From an optimization exercise on the open Yosys and OpenROAD flow, aimed at small area; shortcuts taken in it are not production practice. No activity file was given, so power comes from the tool's default toggle rates.

== build 35 ==
==> flow/design.v <==
module OneStage(
    input            srst,
    input            clk,
    input            wr_en,
    input      [3:0] din,
    output reg [3:0] outp,
    output reg       empty,
    input            rd_en
);
  reg rd_dly, wr_dly;
  always @(posedge clk) begin
    if (srst) begin
      rd_dly <= 1'b0;
      wr_dly <= 1'b0;
      empty  <= 1'b1;
    end else begin
      rd_dly <= rd_en;
      wr_dly <= wr_en;
      if (wr_dly) empty <= 1'b0;
      else if (rd_dly) empty <= 1'b1;
    end
    if (wr_dly) outp <= din;
  end
endmodule
module sound_ch #(parameter CH = 0) (
    input             CLK,
    input             RST_N,
    input      [3:0]  sound_code,
    input      [7:0]  rom_indata,
    input             sync_lrclk,
    input             emptyf,
    output reg [14:0] rom_address,
    output reg [7:0]  sdout,
    output reg        soundon,
    output reg        fNO9,
    output            fifo_ren
);
  localparam [5:0]
    G0   = 6'd0,  G1   = 6'd1,  L0   = 6'd2,  L1   = 6'd3,  F0   = 6'd4,
    FRC0 = 6'd5,  FRC1 = 6'd6,  FRM0 = 6'd7,  FRM1 = 6'd8,  FRM2 = 6'd9,  FRC2 = 6'd10,
    F1   = 6'd11, D0   = 6'd12,
    DRC0 = 6'd13, DRC1 = 6'd14, DRM0 = 6'd15, DRM1 = 6'd16, DRM2 = 6'd17, DRC2 = 6'd18,
    D1   = 6'd19, W0   = 6'd20, W1   = 6'd21,
    P0   = 6'd48, P1   = 6'd52, P2   = 6'd56, P3   = 6'd60, P3M0 = 6'd61;
  reg  [5:0]  state;
  reg  [14:0] dcount;
  reg  [1:0]  i;
  reg  [7:0]  romdata;
  reg         sonEarly;
  reg  [1:0]  cur;     
  reg         late3;   
  wire own = (CH == 0) ? (sound_code == 4'd1 || sound_code == 4'd2 || sound_code == 4'd9) :
             (CH == 1) ? (sound_code == 4'd3) :
             (CH == 2) ? (sound_code[3:2] == 2'b01) :
                         (sound_code == 4'd8 || sound_code == 4'd10 || sound_code == 4'd11);
  wire intr_code = (CH == 0) ? (own && !fNO9) :
                   (CH == 3) ? (sound_code == 4'd8 || sound_code == 4'd11) : own;
  wire intr = intr_code && !emptyf;
  wire dzero = (dcount == 15'd0);
  wire stop = intr || dzero;
  wire ufo = (CH == 3) && cur == 2'b10;
  wire rc_rm0  = (state == FRM0) || (state == DRM0);
  wire rc_2    = (state == FRC2) || (state == DRC2);
  wire play    = state[5:4] == 2'b11;
  wire p_main  = play && state[1:0] == 2'd0;    
  wire is_p3   = state == P3;
  wire first   = (i == 2'd3);
  reg [14:0] start3;
  reg        load_start;
  always @* begin
    load_start = 1'b1;
    case (CH)
      0: start3 = cur[0] ? 15'd19 : fNO9 ? 15'd13113 : 15'd4337;
      1: start3 = 15'd19;
      2: case (cur)
           2'd0: start3 = 15'd19;
           2'd1: start3 = 15'd1285;
           2'd2: start3 = 15'd2855;
           default: start3 = 15'd4425;
         endcase
      default: begin
        start3 = cur[1] ? 15'd25987 : 15'd19;
        load_start = (cur != 2'b11);
      end
    endcase
  end
  wire use_dc = (state == F1) || is_p3;
  wire ld_const = (state == FRM0) && first && load_start;
  reg [14:0] addy;
  always @* begin
    if (!RST_N) addy = 15'd0;
    else if (state == F1) addy = 15'd11;
    else if (is_p3) addy = 15'h7fff;
    else if (state == DRM0 && first) addy = dcount;
    else if (ld_const) addy = start3;
    else if (state == FRM0 && first) addy = late3 ? 15'd6 : 15'd3;
    else if (rc_rm0) addy = 15'h7fff;
    else addy = soundon ? 15'd1 : 15'd4;       
  end
  wire [14:0] addx = (use_dc && RST_N) ? dcount : (ld_const || !RST_N) ? 15'd0 : rom_address;
  function [14:0] radd15(input [14:0] a, input [14:0] b);
    integer k;
    reg c;
    begin
      c = 1'b0;
      for (k = 0; k < 15; k = k + 1) begin
        radd15[k] = a[k] ^ b[k] ^ c;
        c = (a[k] & b[k]) | (c & (a[k] ^ b[k]));
      end
    end
  endfunction
  wire [14:0] sum = radd15(addx, addy);
  assign fifo_ren = (state == G1);
  reg [5:0] nstate;
  always @* begin
    nstate = state;
    case (state)
      G0: if (!emptyf && own) nstate = G1;
      G1: nstate = (CH == 3 && sound_code == 4'd11) ? G0 : L0;
      L0: if (sync_lrclk) nstate = L1;
      L1: if (!sync_lrclk) nstate = F0;
      FRC2: nstate = (i != 2'd0) ? FRC1 : F1;
      DRC2: nstate = (i != 2'd0) ? DRC1 : D1;
      W1: nstate = P0;
      P3: nstate = stop ? ((ufo && emptyf && !intr) ? L0 : G0) : P3M0;
      default: nstate = play ? {2'b11, state[3:0] + 4'd1} : state + 6'd1;
    endcase
  end
  always @(posedge CLK) begin
    romdata <= rom_indata;
    if (state == G0 && !emptyf && own) begin
      if (CH == 0) cur <= {1'b0, sound_code == 4'd1};
      else cur <= sound_code[1:0];
    end
    if (state == FRC0 || state == DRC0) i <= 2'd3;
    else if (rc_2 && i != 2'd0) i <= i - 2'd1;
    if (rc_2 && i == 2'd1) dcount[14:8] <= romdata[6:0];
    if (rc_2 && i == 2'd0) dcount[7:0] <= romdata;
    else if ((is_p3 && !stop) || state == F1) dcount <= sum;
    if (CH == 3) begin
      if (!RST_N) late3 <= 1'b0;
      else if (is_p3 && stop) late3 <= !soundon;
    end
    if (!RST_N || rc_rm0 || state == P3M0) rom_address <= sum;
    if (!RST_N) begin
      state <= G0;
      sdout <= 8'h80;
      soundon <= 1'b0;
      sonEarly <= 1'b0;
      fNO9 <= 1'b0;
    end else begin
      state <= nstate;
      if (CH == 0 && state == G0 && !emptyf && own) fNO9 <= (sound_code == 4'd9);
      if (p_main) begin
        if (state == P0) begin
          sdout <= sonEarly ? romdata : 8'h80;
          soundon <= sonEarly;
          sonEarly <= 1'b1;
        end else if (is_p3 && stop) begin
          sdout <= 8'h80;
          soundon <= 1'b0;
          sonEarly <= 1'b0;
        end else
          sdout <= soundon ? romdata : 8'h80;
      end
    end
  end
endmodule
module mixer(
    input  [7:0]  ch0, ch1, ch2, ch3,
    input         son0, son1, son2, son3,
    output [15:0] mout,
    output        soundon
);
  function [9:0] radd(input [8:0] a, input [8:0] b);
    integer k;
    reg c;
    begin
      c = 1'b0;
      for (k = 0; k < 9; k = k + 1) begin
        radd[k] = a[k] ^ b[k] ^ c;
        c = (a[k] & b[k]) | (c & (a[k] ^ b[k]));
      end
      radd[9] = c;
    end
  endfunction
  wire [8:0] s01 = radd({1'b0, ch0}, {1'b0, ch1});
  wire [8:0] s23 = radd({1'b0, ch2}, {1'b0, ch3});
  wire [9:0] u = radd(s01, s23);
  wire [7:0] lo = (u[9] ^ u[8]) ? u[7:0] : {8{u[9]}};
  assign soundon = son0 | son1 | son2 | son3;
  assign mout = {~u[9], ~u[9], lo, 6'd0};
endmodule
module sound_unit (
    input         CLK,
    input         RST_N,
    input         cmd_wr,
    input  [3:0]  cmd_code,
    input         sync_lrclk,
    input  [7:0]  rom0_data,
    input  [7:0]  rom1_data,
    input  [7:0]  rom2_data,
    input  [7:0]  rom3_data,
    output [14:0] rom0_addr,
    output [14:0] rom1_addr,
    output [14:0] rom2_addr,
    output [14:0] rom3_addr,
    output        cmd_empty,
    output [15:0] mout,
    output        soundon,
    output        fNO9
);
  wire [3:0] code;
  wire       empty;
  wire [3:0] ren;
  wire [7:0] sd0, sd1, sd2, sd3;
  wire       son0, son1, son2, son3;
  wire [2:0] nc;
  reg        emptyf;    
  always @(posedge CLK)
    if (!RST_N) emptyf <= 1'b1;
    else emptyf <= empty;
  OneStage handshake (
      .srst (~RST_N),
      .clk  (CLK),
      .wr_en(cmd_wr),
      .din  (cmd_code),
      .outp (code),
      .empty(empty),
      .rd_en(|ren));
  sound_ch #(.CH(0)) ch0 (.CLK(CLK), .RST_N(RST_N), .sound_code(code),
      .rom_indata(rom0_data), .sync_lrclk(sync_lrclk), .emptyf(emptyf),
      .rom_address(rom0_addr), .sdout(sd0), .soundon(son0), .fNO9(fNO9),
      .fifo_ren(ren[0]));
  sound_ch #(.CH(1)) ch1 (.CLK(CLK), .RST_N(RST_N), .sound_code(code),
      .rom_indata(rom1_data), .sync_lrclk(sync_lrclk), .emptyf(emptyf),
      .rom_address(rom1_addr), .sdout(sd1), .soundon(son1), .fNO9(nc[0]),
      .fifo_ren(ren[1]));
  sound_ch #(.CH(2)) ch2 (.CLK(CLK), .RST_N(RST_N), .sound_code(code),
      .rom_indata(rom2_data), .sync_lrclk(sync_lrclk), .emptyf(emptyf),
      .rom_address(rom2_addr), .sdout(sd2), .soundon(son2), .fNO9(nc[1]),
      .fifo_ren(ren[2]));
  sound_ch #(.CH(3)) ch3 (.CLK(CLK), .RST_N(RST_N), .sound_code(code),
      .rom_indata(rom3_data), .sync_lrclk(sync_lrclk), .emptyf(emptyf),
      .rom_address(rom3_addr), .sdout(sd3), .soundon(son3), .fNO9(nc[2]),
      .fifo_ren(ren[3]));
  assign cmd_empty = empty;
  mixer mixer_0 (.ch0(sd0), .ch1(sd1), .ch2(sd2), .ch3(sd3),
      .son0(son0), .son1(son1), .son2(son2), .son3(son3),
      .mout(mout), .soundon(soundon));
endmodule
==> flow/config.mk <==
export PLATFORM = sky130hd
export DESIGN_NAME = sound_unit
export DESIGN_NICKNAME = sound_unit
export VERILOG_FILES = /design/flow/design.v
export SDC_FILE = /design/flow/constraint.sdc
export NUM_CORES = 4
export LEC_CHECK = 0
export CAP_MARGIN = 20
export CORE_MARGIN = 2
export CORE_UTILIZATION = 40
export SLEW_MARGIN = 20
==> flow/constraint.sdc <==
create_clock -name core_clock -period 10.0 [get_ports {CLK}]
set_input_delay 2.0000 -clock core_clock [delete_from_list [all_inputs] [get_ports {CLK}]]
set_output_delay 2.0000 -clock core_clock [all_outputs]
set_load 0.01 [all_outputs]
standard.sh (not shown) runs the stock make flow with config.mk's settings and CLKGATE_MAP_FILE= SYNTH_SCRIPT=/design/flow/synth_recipe.tcl, a recipe that flattens the netlist after the stock synthesis.
==> flow/flow/run.sh <==
#!/bin/bash
# Standard ORFS layout (the standard.sh, standard synthesis unchanged) with two
# layout choices: the smallest buffer for the port buffers, and a clock tree of
# clkbuf_4 cells in small clusters without dummy loads.
set -euo pipefail
bash standard.sh \
  BUFFER_PORTS_ARGS="-buffer_cell sky130_fd_sc_hd__buf_1" \
  CTS_ARGS="-sink_clustering_enable -repair_clock_nets -buf_list sky130_fd_sc_hd__clkbuf_4 -sink_clustering_size 10 -sink_clustering_max_diameter 30 -dont_use_dummy_load" \
  finish > standard_make.log 2>&1
Build 35 went all the way through the flow, and no timing, DRC or antenna check failed.
The following lists how build 45 was set up differently from build 35:
-- flow/flow/run.sh --
<<< build 35, line 9
>>> build 45, line 9
  GPL_TIMING_DRIVEN=0 \
--- outcome ---
Delta (build 45 minus build 35): sequential share of layout area decreased 0.62 points, fraction of standard cell area in multi-input logic shrank by 0.70 points, total track usage now sits higher, relative contribution of the clock network to total power climbed 0.3 points, leakage power figure went up by about 2%.
Build 35 → build 45: wire length after detailed routing +about 5.6%; post-route clock period utilization +10 points; share of total power in combinational logic +1.2 points.
Input changes introduced in build 74 (baseline for comparison: build 45):
- CTS_BUF_LIST: unset -> sky130_fd_sc_hd__clkbuf_4
- CTS_CLUSTER_DIAMETER: unset -> 30
- CTS_CLUSTER_SIZE: unset -> 10
==> flow/run.sh (new file) <==
#!/bin/bash
# synth_recipe.tcl (not shown) runs the flow's synth.tcl, then flattens the netlist and writes it again
# the make line also repeats each setting of config.mk as NAME=value (left out here)
make -C /OpenROAD-flow-scripts/flow DESIGN_CONFIG=/design/flow/config.mk WORK_HOME=/design/flow/orfs CLKGATE_MAP_FILE= SYNTH_SCRIPT=/design/flow/synth_recipe.tcl finish
removed: flow/flow/run.sh
removed: flow/standard.sh
### Flow results
Setup clock skew after layout, build 45 and build 74, higher one = build 74.
Build 45 has a higher critical path depth than build 74.
Part of the total power dissipated in combinational logic in build 74 is 2.9 points lower than in build 45
For build 68, these inputs were changed with respect to build 74:
- CTS_CLUSTER_DIAMETER: 30 -> unset
- CTS_CLUSTER_SIZE: 10 -> unset
- CTS_BUF_LIST: sky130_fd_sc_hd__clkbuf_4 -> unset
==> flow/flow/run.sh (new file) <==
#!/bin/bash
# Standard ORFS layout (the standard.sh, standard synthesis unchanged) with two
# layout choices: the smallest buffer for the port buffers, and a clock tree of
# clkbuf_4 cells in small clusters without dummy loads.
set -euo pipefail
bash standard.sh \
  BUFFER_PORTS_ARGS="-buffer_cell sky130_fd_sc_hd__buf_1" \
  CTS_ARGS="-sink_clustering_enable -repair_clock_nets -buf_list {sky130_fd_sc_hd__clkbuf_2 sky130_fd_sc_hd__clkbuf_4 sky130_fd_sc_hd__clkbuf_8} -sink_clustering_size 12 -sink_clustering_max_diameter 40 -dont_use_dummy_load" \
  finish > standard_make.log 2>&1
==> flow/standard.sh (new file) <==
#!/bin/bash
# synth_recipe.tcl (not shown) runs the flow's synth.tcl, then flattens the netlist and writes it again
# the make line also repeats each setting of config.mk as NAME=value (left out here)
make -C /OpenROAD-flow-scripts/flow DESIGN_CONFIG=/design/flow/config.mk WORK_HOME=/design/flow/orfs CLKGATE_MAP_FILE= SYNTH_SCRIPT=/design/flow/synth_recipe.tcl "${@:-finish}"
removed: flow/run.sh
### Flow results
- Result for build 68 and build 74: all clean
- Against build 74, net switching component of the power in build 68 fell by more than 10%.
- Build 68 vs. build 74: combinational share of power saw an increase, total power consumption of the routed design saw a decrease, transition time at the pin with the least slew margin saw a decrease, maximum vdd ir drop saw an increase.
- The setup slack of build 68 is larger than that of build 74.
- Going from build 74 to build 68, final routed wire length divided by cell count grew slightly.
- [compare] base=build 74 new=build 68: clock network power share decreased 4.4 points; length of routed met3 wiring went down by 120 um; remaining max-slew budget at the tightest pin up 1.6 points; sequential share of layout area saw an increase.
The inputs of build 9 differ from those of build 68 as listed below.
-- flow/flow/run.sh --
<<< build 68, line 8
  CTS_ARGS="-sink_clustering_enable -repair_clock_nets -buf_list {sky130_fd_sc_hd__clkbuf_2 sky130_fd_sc_hd__clkbuf_4 sky130_fd_sc_hd__clkbuf_8} -sink_clustering_size 12 -sink_clustering_max_diameter 40 -dont_use_dummy_load" \
>>> build 9, line 8
  CTS_ARGS="-sink_clustering_enable -repair_clock_nets -buf_list sky130_fd_sc_hd__clkbuf_4 -sink_clustering_size 10 -sink_clustering_max_diameter 60 -dont_use_dummy_load" \
==> comparison <==
Build 9 against build 68: part of the total power dissipated in combinational logic picked up an extra 2.7 points, final design instance area without fill lost 2.1%. Total global routing track utilization, build 9 and build 68: larger value in build 68. met5 as the highest signal layer in the routed design was reported by build 9, and met4 by build 68. The run showing the smaller routed length on met3 is build 68. Per the comparison of build 9 with build 68, leakage power figure decreased by about 2.4% relative to the old numbers; width of the die closely matched the old numbers; cell area after synthesis barely changed.
No functional check of the RTL was part of any run of this note.

[separate check: timing with driven ports]
The results above use ideal ports. As a check the final layouts listed here were re-extracted and re-timed, cells and wires unchanged. Step 1: set_driving_cell puts a clkbuf_16 on CLK and a buf_2 on each other input, an assumption about the parent block. Step 2 adds t to the input delays and takes it off the output delays; t is the mean of the earliest and latest rising clock arrival at the registers after step 1. Input paths then give back, and output paths get back, about the clock's delay inside the block. Slacks: ideal ports / drivers / drivers and shift; pairs: ideal ports / drivers.
run | shift t [ns] | setup WS [ns] | hold WS [ns] | clock arrival spread, ns | slew at the worst register clock pin (ns)
build 35 | 0.738 | 1.580 / 1.595 / 0.856 | 0.418 / 0.418 / 0.418 | 0.082 / 0.083 | 0.11 / 0.11
build 45 | 0.735 | 0.573 / 0.592 / -0.143 | 0.456 / 0.456 / 0.456 | 0.063 / 0.062 | 0.10 / 0.10
build 74 | 0.770 | 1.261 / 1.212 / 0.725 | 0.447 / 0.447 / 0.447 | 0.065 / 0.065 | 0.11 / 0.11
build 68 | 0.588 | 1.407 / 1.422 / 0.835 | 0.448 / 0.448 / 0.448 | 0.058 / 0.057 | 0.08 / 0.08
build 9 | 0.751 | 1.596 / 1.610 / 0.859 | 0.468 / 0.468 / 0.468 | 0.062 / 0.062 | 0.12 / 0.12
Met with ideal ports but missed after step 2: setup timing in build 45. For build 9, which loses most, drivers alone change the setup slack by +0.014 ns; drivers and shift together by -0.737 ns.
